What follows belongs to an exercise in optimizing a design on an open flow for small area and a short achievable clock period; a production flow would make more cautious choices.
Only simulation tests tie the RTL to the original design; equivalence was not proved.

Design top_advanced, start of the top module:
module top_advanced (
    input  logic        clk,
    input  logic        rst_n,
    input  logic [15:0] primary_input_a,
    input  logic [15:0] primary_input_b,
    input  logic [15:0] primary_input_c,
    input  logic [15:0] primary_input_d,
    output logic [15:0] primary_output_x,
    output logic [15:0] primary_output_y,
    output logic [15:0] primary_output_z
);
Size in the first run: roughly 15,000 cells after synthesis, ~2,700 flip-flops, ~110 I/O pins.
export LEC_CHECK = 0
export ABC_AREA = 1
export CAP_MARGIN = 20
export CORE_MARGIN = 2
export CORE_UTILIZATION = 35
export CTS_CLUSTER_DIAMETER = 100
export CTS_CLUSTER_SIZE = 20
export SLEW_MARGIN = 20
export TNS_END_PERCENT = 10
export SETUP_SLACK_MARGIN = 12
create_clock -name core_clock -period 55.0 [get_ports {clk}]
standard.sh (not shown) runs the stock make flow with config.mk's settings and CLKGATE_MAP_FILE= SYNTH_SCRIPT=/design/flow/synth_recipe.tcl, a recipe that flattens the netlist after the stock synthesis.
==> flow/flow/run.sh <==
#!/bin/bash
set -u
cd "$(dirname "$0")/.."
cp standard.sh standard.sh.orig.txt 2>/dev/null || true
cp config.mk config.mk.orig.txt 2>/dev/null || true
{
  echo "export SETUP_SLACK_MARGIN = ${MARGIN:-12}"
} >> config.mk
bash standard.sh > standard.log 2>&1
rc=$?
exit $rc
The starting point ran to the end with no violations.
Edit:
==> flow/run.sh (new file) <==
#!/bin/bash
# synth_recipe.tcl (not shown) runs the flow's synth.tcl, then flattens the netlist and writes it again
# the make line also repeats each setting of config.mk as NAME=value (left out here)
make -C /OpenROAD-flow-scripts/flow DESIGN_CONFIG=/design/flow/config.mk WORK_HOME=/design/flow/orfs CLKGATE_MAP_FILE= SYNTH_SCRIPT=/design/flow/synth_recipe.tcl finish
- CTS_CLUSTER_DIAMETER: 100 -> default
- CTS_CLUSTER_SIZE: 20 -> default
- SETUP_SLACK_MARGIN: 12 -> default
- TNS_END_PERCENT: 10 -> default
removed: flow/flow/run.sh
removed: flow/standard.sh
After rerunning:
- maximum frequency falls by 10%
- count of clock-buffer cells in the layout is higher by 260
- wire length falls by 0.64%
- die area stays the same
- cell area came out higher by about 1.6%
Edit:
==> flow/flow/run.sh (new file) <==
#!/bin/bash
set -u
cd "$(dirname "$0")/.."
cp standard.sh standard.sh.orig.txt 2>/dev/null || true
cp config.mk config.mk.orig.txt 2>/dev/null || true
{
  echo "export SETUP_SLACK_MARGIN = ${MARGIN:-9}"
} >> config.mk
bash standard.sh > standard.log 2>&1
rc=$?
exit $rc
==> flow/standard.sh (new file) <==
#!/bin/bash
# synth_recipe.tcl (not shown) runs the flow's synth.tcl, then flattens the netlist and writes it again
# the make line also repeats each setting of config.mk as NAME=value (left out here)
make -C /OpenROAD-flow-scripts/flow DESIGN_CONFIG=/design/flow/config.mk WORK_HOME=/design/flow/orfs CLKGATE_MAP_FILE= SYNTH_SCRIPT=/design/flow/synth_recipe.tcl "${@:-finish}"
- CTS_CLUSTER_DIAMETER: default -> 100
- CTS_CLUSTER_SIZE: default -> 20
- SETUP_SLACK_MARGIN: default -> 9
removed: flow/run.sh
The changed run completed with no timing, DRC or antenna violations. Setup slack improves by 5.3 ns. Critical path depth falls by 4.
Edit:
==> flow/flow/run.sh (replaced) <==
#!/bin/bash
set -u
cd "$(dirname "$0")/.."
cp standard.sh standard.sh.orig.txt 2>/dev/null || true
cp config.mk config.mk.orig.txt 2>/dev/null || true
{
  echo "export SETUP_SLACK_MARGIN = ${MARGIN:-12}"
} >> config.mk
bash standard.sh > standard.log 2>&1
rc=$?
exit $rc
- SETUP_SLACK_MARGIN: 9 -> 12
Result: Area after synthesis does not change.


top_advanced again, from the RTL that the note above started with.
## top_advanced
module top_advanced (
    input  logic        clk,
    input  logic        rst_n,
    input  logic [15:0] primary_input_a,
    input  logic [15:0] primary_input_b,
    input  logic [15:0] primary_input_c,
    input  logic [15:0] primary_input_d,
    output logic [15:0] primary_output_x,
    output logic [15:0] primary_output_y,
    output logic [15:0] primary_output_z
);
==> flow/config.mk <==
export PLATFORM = sky130hd
export DESIGN_NAME = top_advanced
export DESIGN_NICKNAME = top_advanced
export VERILOG_FILES = /design/flow/design.v
export SDC_FILE = /design/flow/constraint.sdc
export NUM_CORES = 4
export LEC_CHECK = 0
export ABC_AREA = 1
export CAP_MARGIN = 20
export CORE_MARGIN = 2
export CORE_UTILIZATION = 35
export SETUP_SLACK_MARGIN = 5
export SLEW_MARGIN = 20
==> flow/constraint.sdc <==
create_clock -name core_clock -period 55.0 [get_ports {clk}]
set_input_delay 11.0000 -clock core_clock [delete_from_list [all_inputs] [get_ports {clk}]]
set_output_delay 11.0000 -clock core_clock [all_outputs]
set_load 0.01 [all_outputs]
run.sh (not shown) runs the stock make flow with config.mk's settings and CLKGATE_MAP_FILE= SYNTH_SCRIPT=/design/flow/synth_recipe.tcl, a recipe that flattens the netlist after the stock synthesis.
Stock flow here: none of the scripts above is used.
Change:
Settings changed: CTS_CLUSTER_DIAMETER set to 100, CTS_CLUSTER_SIZE set to 20.
=> Clock skew came out higher by 0.0063 ns; utilization shrinks by 1.4 points; final area fell by 3.5%; die area is unchanged; global-route usage drops by 0.21 points; via count decreases by 1.6%; area after synthesis is unchanged; first-iteration DRC count rises by 5.7%; hold slack improved by 0.0083 ns.

[afterwards: timing with drivers on the ports]
The results above use ideal ports. As a check the final layouts listed here were re-extracted and re-timed, cells and wires unchanged. Step 1, drivers: a clkbuf_16 drives clk and a buf_2 each remaining input, both assumed. Step 2 adds t to the input delays and takes it off the output delays; t is the mean of the earliest and latest rising clock arrival at the registers after step 1. Input paths then give back, and output paths get back, about the clock's delay inside the block. Slacks: ideal ports / drivers / drivers and shift; pairs: ideal ports / drivers.
run | t (ns) | slack for setup (ns) | worst setup path at the end | slew at the worst register clock pin (ns) | pins driven straight from the clock port
the first run of note 1 | 1.010 | 8.496 / 8.356 / 8.356 | input to output | 0.10 / 0.10 | 1
the second run of note 1 | 1.034 | 3.349 / 3.231 / 3.231 | input to output | 0.07 / 0.07 | 1
the third run of note 1 | 1.021 | 8.618 / 8.516 / 8.516 | input to output | 0.10 / 0.10 | 1
the fourth run of note 1 | 1.021 | 8.719 / 8.582 / 8.582 | input to output | 0.10 / 0.10 | 1
the first run of note 2 | 1.032 | 6.589 / 6.559 / 6.559 | input to output | 0.06 / 0.06 | 1
the second run of note 2 | 1.024 | 6.582 / 6.553 / 6.553 | input to output | 0.10 / 0.10 | 1
After both steps every run listed still meets setup and hold. For the first run of note 1, which loses most, drivers alone change the setup slack by -0.140 ns; drivers and shift together by -0.140 ns.
